Context: an optimization exercise on an open-source flow, tuned for small area. The choices shown serve that exercise and are no tape-out recipe. The RTL was checked by simulation tests, not by an equivalence proof against the original design. Power figures rest on the tool's default switching activity, not on a simulated workload.

==> flow/design.v <==
module debounce(rst, in, master_clk, out);
    input rst;
    input in;
    input master_clk;
    output out;
    localparam [15:0] POL = 16'hAAAA;
    reg s0n, s1n;         
    reg d;                
    reg [15:0] r;         
    wire [15:0] c = r ^ POL;
    wire s1 = ~s1n;
    wire mm = d ^ s1;     
    wire low_zero = ~|c[14:0];
    wire fb = c[15] ^ c[13] ^ c[12] ^ c[10] ^ low_zero;
    wire term = low_zero & ~c[15];
    wire [15:0] c_next = mm ? {c[14:0], fb} : 16'h0001;
    always @(posedge master_clk) begin
        s0n <= rst | ~in;
        s1n <= s0n;
        r <= c_next ^ POL;
        d <= ~rst & (term ? s1 : d);
    end
    assign out = d;
endmodule
module clocks(master_clk, rst, RESET, fast_tick);
    input master_clk;
    input rst;
    input RESET;
    output fast_tick;
    localparam [16:0] POL = 17'h0AAAA;
    localparam [16:0] C0 = 17'h00001;
    localparam [16:0] T  = 17'h0B4C5;    
    reg [16:0] r;       
    reg fclk;
    wire [16:0] c = r ^ POL;
    wire term = (c == T);
    wire clr = rst | RESET;
    wire [16:0] c_next = (clr | term) ? C0 : {c[15:0], c[16] ^ c[13]};
    always @(posedge master_clk) begin
        r <= c_next ^ POL;
        fclk <= ~clr & (fclk ^ term);
    end
    assign fast_tick = ~RESET & term & ~fclk;
endmodule
module control(clk, rst, RESET, PROCEED, CONFIRM, num_db, sym1, sym2, sym3, sym4);
    input clk;
    input rst;
    input RESET;
    input PROCEED;
    input CONFIRM;
    input [9:0] num_db;
    output reg [3:0] sym1;
    output reg [3:0] sym2;
    output reg [3:0] sym3;
    output reg [3:0] sym4;
    localparam [3:0] SYM_0 = 4'd0;
    localparam [3:0] SYM_1 = 4'd1;
    localparam [3:0] SYM_2 = 4'd2;
    localparam [3:0] SYM_3 = 4'd3;
    localparam [3:0] SYM_4 = 4'd4;
    localparam [3:0] SYM_5 = 4'd5;
    localparam [3:0] SYM_6 = 4'd6;
    localparam [3:0] SYM_7 = 4'd7;
    localparam [3:0] SYM_8 = 4'd8;
    localparam [3:0] SYM_9 = 4'd9;
    localparam [3:0] SYM_L = 4'd10;
    localparam [3:0] SYM_H = 4'd11;
    localparam [3:0] SYM_B = 4'd12;
    localparam [3:0] SYM_C = 4'd13;
    localparam [1:0] IDLE = 2'd0;
    localparam [1:0] CONFIRM_PRESSED = 2'd1;
    localparam [1:0] FAIL = 2'd2;
    localparam [1:0] SUCCESS = 2'd3;
    localparam [2:0] M_ALL = 3'd1;
    localparam [2:0] M_BALL = 3'd0;
    localparam [2:0] M_BLANK = 3'd6;
    localparam [2:0] M_SC = 3'd3;
    localparam [2:0] M_LO = 3'd4;
    localparam [2:0] M_HI = 3'd5;
    localparam [2:0] P_INIT = 3'd0;
    localparam [2:0] P_A = 3'd1;
    localparam [2:0] P_B = 3'd2;
    localparam [2:0] P_C = 3'd3;
    localparam [2:0] P_D = 3'd4;
    reg [1:0] state;
    reg [2:0] numTry;
    reg [3:0] guess;      
    reg [2:0] pos;
    reg [2:0] mode;
    localparam [127:0] LT = 128'h000000000000000701FF001F00070000;
    localparam [127:0] EQ = 128'h00000000000000080200002000080001;
    wire g_lt = LT[{pos, guess}];
    wire g_eq = EQ[{pos, guess}];
    wire [2:0] pos_next = (pos == P_C) ? P_D : (pos == P_B) ? P_C : (pos == P_A) ? P_B : P_A;
    reg [3:0] sel;
    always @(*) begin
        if (num_db[0]) sel = SYM_0;
        else if (num_db[1]) sel = SYM_1;
        else if (num_db[2]) sel = SYM_2;
        else if (num_db[3]) sel = SYM_3;
        else if (num_db[4]) sel = SYM_4;
        else if (num_db[5]) sel = SYM_5;
        else if (num_db[6]) sel = SYM_6;
        else if (num_db[7]) sel = SYM_7;
        else if (num_db[8]) sel = SYM_8;
        else if (num_db[9]) sel = SYM_9;
        else sel = SYM_B;
    end
    always @(posedge clk) begin
        if (rst) begin
            state <= IDLE;
            numTry <= 3'd0;
            pos <= P_INIT;
            mode <= M_ALL;
        end
        else if (RESET) begin
            state <= IDLE;
            numTry <= 3'd4;
            pos <= pos_next;
            mode <= M_BLANK;
        end
        else begin
            case (state)
                SUCCESS: mode <= M_SC;
                FAIL: mode <= M_ALL;
                IDLE: begin
                    if (CONFIRM && guess != SYM_B) begin
                        numTry <= numTry - 3'd1;
                        state <= CONFIRM_PRESSED;
                    end
                    mode <= (mode == M_ALL || mode == M_BALL) ? M_BALL : M_BLANK;
                end
                default: begin  
                    if (g_eq) state <= SUCCESS;
                    else if (numTry == 3'd0) state <= FAIL;
                    if (PROCEED) state <= IDLE;
                    else if (g_lt) mode <= M_LO;
                    else if (!g_eq) mode <= M_HI;
                end
            endcase
        end
        if (RESET) guess <= SYM_B;
        else if (state == IDLE) guess <= sel;
    end
    wire [3:0] nt_sym = (numTry[1:0] == 2'd0) ? SYM_0 : (numTry[1:0] == 2'd1) ? SYM_1 :
                        (numTry[1:0] == 2'd2) ? SYM_2 : SYM_3;
    always @(*) begin
        sym1 = SYM_8; sym2 = SYM_8; sym3 = SYM_8; sym4 = SYM_8;
        if (mode == M_BALL) begin sym1 = SYM_B; sym2 = SYM_B; sym3 = SYM_8; sym4 = guess; end
        if (mode == M_BLANK) begin sym1 = SYM_B; sym2 = SYM_B; sym3 = SYM_B; sym4 = guess; end
        if (mode == M_SC) begin sym1 = SYM_5; sym2 = SYM_C; sym3 = SYM_B; sym4 = numTry[2] ? guess : nt_sym; end
        if (mode == M_LO) begin sym1 = SYM_L; sym2 = SYM_0; sym3 = SYM_B; sym4 = SYM_B; end
        if (mode == M_HI) begin sym1 = SYM_H; sym2 = SYM_1; sym3 = SYM_B; sym4 = SYM_B; end
    end
endmodule
module cathode_and_anode(clk, rst, fast_tick, sym1, sym2, sym3, sym4, cathode, anode);
    input clk;
    input rst;
    input fast_tick;
    input [3:0] sym1;
    input [3:0] sym2;
    input [3:0] sym3;
    input [3:0] sym4;
    output reg [6:0] cathode;
    output reg [3:0] anode;
    reg [1:0] itr;
    reg started;
    reg [3:0] sym;
    always @(posedge clk) begin
        if (rst) begin
            itr <= 2'b00;
            started <= 1'b0;
            sym <= 4'd8;
        end
        else if (fast_tick) begin
            itr <= {itr[0], ~itr[1]};
            started <= 1'b1;
            sym <= (itr == 2'b00) ? sym1 : (itr == 2'b01) ? sym2 : (itr == 2'b11) ? sym3 : sym4;
        end
    end
    always @(*) begin
        if (!started) anode = 4'b0000;
        else if (itr == 2'b01) anode = 4'b0111;
        else if (itr == 2'b11) anode = 4'b1011;
        else if (itr == 2'b10) anode = 4'b1101;
        else anode = 4'b1110;
    end
    always @(*) begin
        cathode = 7'b1111111;
        if (sym == 4'd0) cathode = 7'b1000000;
        if (sym == 4'd1) cathode = 7'b1111001;
        if (sym == 4'd2) cathode = 7'b0100100;
        if (sym == 4'd3) cathode = 7'b0110000;
        if (sym == 4'd4) cathode = 7'b0011001;
        if (sym == 4'd5) cathode = 7'b0010010;
        if (sym == 4'd6) cathode = 7'b0000010;
        if (sym == 4'd7) cathode = 7'b1111000;
        if (sym == 4'd8) cathode = 7'b0000000;
        if (sym == 4'd9) cathode = 7'b0010000;
        if (sym == 4'd10) cathode = 7'b1000111;
        if (sym == 4'd11) cathode = 7'b0001001;
        if (sym == 4'd13) cathode = 7'b1000110;
    end
endmodule
module game(clk,rst,btnU,btnR,btnL,sw,an,seg);
    input clk;
    input rst;  
    input btnR;
    input btnL;
    input btnU;
    input [9:0] sw;
    output [3:0] an;
    output [6:0] seg;
    wire [9:0] num_db;
    wire debouncedRst;
    wire debouncedCfm;
    wire debouncedPcd;
    genvar i;
    generate
        for (i = 0; i < 10; i = i + 1) begin : db_sw
            debounce u(.rst(rst), .in(sw[i]), .master_clk(clk), .out(num_db[i]));
        end
    endgenerate
    debounce debounceRst(.rst(rst),.in(btnR),.master_clk(clk),.out(debouncedRst));
    debounce debounceCfm(.rst(rst),.in(btnL),.master_clk(clk),.out(debouncedCfm));
    debounce debouncePcd(.rst(rst),.in(btnU),.master_clk(clk),.out(debouncedPcd));
    wire fast_tick;
    clocks clk_div(.master_clk(clk),.rst(rst),.RESET(debouncedRst),.fast_tick(fast_tick));
    wire [3:0] sym1, sym2, sym3, sym4;
    control controlUnit(.clk(clk),.rst(rst),.RESET(debouncedRst),.PROCEED(debouncedPcd),
        .CONFIRM(debouncedCfm),.num_db(num_db),.sym1(sym1),.sym2(sym2),.sym3(sym3),.sym4(sym4));
    cathode_and_anode display(.clk(clk),.rst(rst),.fast_tick(fast_tick),.sym1(sym1),.sym2(sym2),
        .sym3(sym3),.sym4(sym4),.cathode(seg),.anode(an));
endmodule
export LEC_CHECK = 0
export CAP_MARGIN = 20
export CORE_MARGIN = 2
export CORE_UTILIZATION = 65
export CTS_BUF_LIST = sky130_fd_sc_hd__clkbuf_8
export CTS_CLUSTER_DIAMETER = 60
export CTS_CLUSTER_SIZE = 20
export PLACE_DENSITY = 0.8
export SLEW_MARGIN = 20
create_clock -name core_clock -period 10.0 [get_ports {clk}]
standard.sh (not shown) runs the stock make flow with config.mk's settings and CLKGATE_MAP_FILE= SYNTH_SCRIPT=/design/flow/synth_recipe.tcl, a recipe that flattens the netlist after the stock synthesis.
==> flow/flow/run.sh <==
#!/bin/bash
# Layout flow: the standard flow (standard.sh), with three changes:
#  - after the standard synthesis, the combinational logic between the
#    registers is mapped again by ABC for area (flow/reopt.abc); the
#    registers, their cells, instance names and output nets are kept;
#  - the port buffers are buf_1 cells;
#  - the clock tree is built from clkbuf_4 without dummy loads.
# Each tool writes its full output to its own log file here.
set -euo pipefail
R=orfs/results/sky130hd/game/base
LIB=$FLOW_HOME/platforms/sky130hd/lib/sky130_fd_sc_hd__tt_025C_1v80.lib
YOSYS=$(command -v yosys || echo "$FLOW_HOME/../tools/install/yosys/bin/yosys")

bash standard.sh synth > synth.log 2>&1

cp $R/1_2_yosys.v $R/1_2_yosys_standard.v
DONT_USE=""
for c in $(sed -n '/^export DONT_USE_CELLS/,/^$/p' $FLOW_HOME/platforms/sky130hd/config.mk | grep -o 'sky130_fd_sc_hd__[a-z0-9_]*'); do
  DONT_USE="$DONT_USE -dont_use $c"
done
cat > reopt.ys <<EOS
read_liberty -wb -ignore_miss_func $LIB
read_verilog $R/1_2_yosys_standard.v
hierarchy -top $FLOW_TOP
setattr -mod -unset whitebox -set blackbox 1 =sky130_fd_sc_hd__dfxtp_1 =sky130_fd_sc_hd__edfxtp_1 =sky130_fd_sc_hd__conb_1
rename -hide c:* t:sky130_fd_sc_hd__dfxtp_1 t:sky130_fd_sc_hd__edfxtp_1 %u %d
rename -hide w:_*_
flatten -wb
opt_clean -purge
tee -o reopt_stat_before.txt stat -liberty $LIB
abc -liberty $LIB -script flow/reopt.abc $DONT_USE
opt_clean -purge
hilomap -singleton -hicell sky130_fd_sc_hd__conb_1 HI -locell sky130_fd_sc_hd__conb_1 LO
splitnets
opt_clean -purge
write_verilog -noattr -nohex -nodec reopt.v
EOS
"$YOSYS" -l reopt.log -q reopt.ys > /dev/null 2>&1
# check the new netlist against the library as the standard synthesis does
cat > reopt_check.ys <<EOS
read_liberty -lib $LIB
read_verilog reopt.v
hierarchy -check -top $FLOW_TOP
check -assert -mapped
tee -o reopt_stat_after.txt stat -liberty $LIB
EOS
"$YOSYS" -l reopt_check.log -q reopt_check.ys > /dev/null 2>&1
cp reopt.v $R/1_2_yosys.v
touch $R/1_2_yosys.v

bash standard.sh \
  BUFFER_PORTS_ARGS="-buffer_cell sky130_fd_sc_hd__buf_1" \
  CTS_ARGS="-sink_clustering_enable -repair_clock_nets -sink_clustering_size 11 -sink_clustering_max_diameter 50 -buf_list sky130_fd_sc_hd__clkbuf_4 -dont_use_dummy_load" \
  finish > standard.log 2>&1
Other scripts of this flow, unchanged in this note and not shown: flow/flow/reopt.abc
Rerun with:
--- a/flow/flow/run.sh
+++ b/flow/flow/run.sh
@@ -52,3 +52,3 @@
   BUFFER_PORTS_ARGS="-buffer_cell sky130_fd_sc_hd__buf_1" \
-  CTS_ARGS="-sink_clustering_enable -repair_clock_nets -sink_clustering_size 11 -sink_clustering_max_diameter 50 -buf_list sky130_fd_sc_hd__clkbuf_4 -dont_use_dummy_load" \
+  CTS_ARGS="-sink_clustering_enable -repair_clock_nets -sink_clustering_size 12 -sink_clustering_max_diameter 50 -buf_list sky130_fd_sc_hd__clkbuf_4 -dont_use_dummy_load" \
   finish > standard.log 2>&1
Result:
- The changed run passed the timing, DRC and antenna checks
- power falls by 0.40%
- via count is about the same
- routed wire length came out higher by 0.70%
- hold slack is better by 0.0051 ns
Rerun with:
--- a/flow/flow/run.sh
+++ b/flow/flow/run.sh
@@ -6,3 +6,3 @@
 #  - the port buffers are buf_1 cells;
-#  - the clock tree is built from clkbuf_4 without dummy loads.
+#  - the clock tree is built from clkbuf_8 without dummy loads.
 # Each tool writes its full output to its own log file here.
@@ -52,3 +52,3 @@
   BUFFER_PORTS_ARGS="-buffer_cell sky130_fd_sc_hd__buf_1" \
-  CTS_ARGS="-sink_clustering_enable -repair_clock_nets -sink_clustering_size 12 -sink_clustering_max_diameter 50 -buf_list sky130_fd_sc_hd__clkbuf_4 -dont_use_dummy_load" \
+  CTS_ARGS="-sink_clustering_enable -repair_clock_nets -sink_clustering_size 20 -sink_clustering_max_diameter 60 -buf_list sky130_fd_sc_hd__clkbuf_8 -dont_use_dummy_load" \
   finish > standard.log 2>&1
Count of clock-buffer cells in the layout is lower by 10.
Wire length stays flat.
Design area is higher by about 0.4%.
Sequential share of layout area is lower by 0.24 points.
Worst setup slack improved by 0.14 ns.
Die area does not change.
Power is higher by 1.5%.
Critical path depth is unchanged.
First-iteration DRC count is higher by 12%.

## what the ideal ports hide
In the flow no input, the clock included, has a driving cell. The finished layouts below were timed again as built, in two steps.
Step 1 (the two cells are an assumption about what drives the block):
set clk [get_ports {clk}]
set_driving_cell -lib_cell sky130_fd_sc_hd__clkbuf_16 $clk
set_driving_cell -lib_cell sky130_fd_sc_hd__buf_2 [delete_from_list [all_inputs] $clk]
Step 2, shift: input delay + t, output delay - t, t = (earliest + latest rising clock arrival at the registers) / 2. This alone moves slack from input paths to output paths.
Three values: no drivers, after step 1, after step 2; two values: the first two.
run | t, ns | slack for setup (ns) | worst setup path after step 2 | slew at the worst register clock pin (ns)
the first run | 0.664 | 6.184 / 6.151 / 5.800 | input to register | 0.11 / 0.11
the second run | 0.668 | 6.174 / 6.141 / 5.775 | input to register | 0.12 / 0.12
the third run | 0.537 | 6.319 / 6.283 / 5.765 | input to register | 0.12 / 0.12
After both steps setup and hold are still met in every run listed. The setup slack of the third run, which loses most, moves by -0.036 ns with the drivers and by -0.554 ns with both steps.
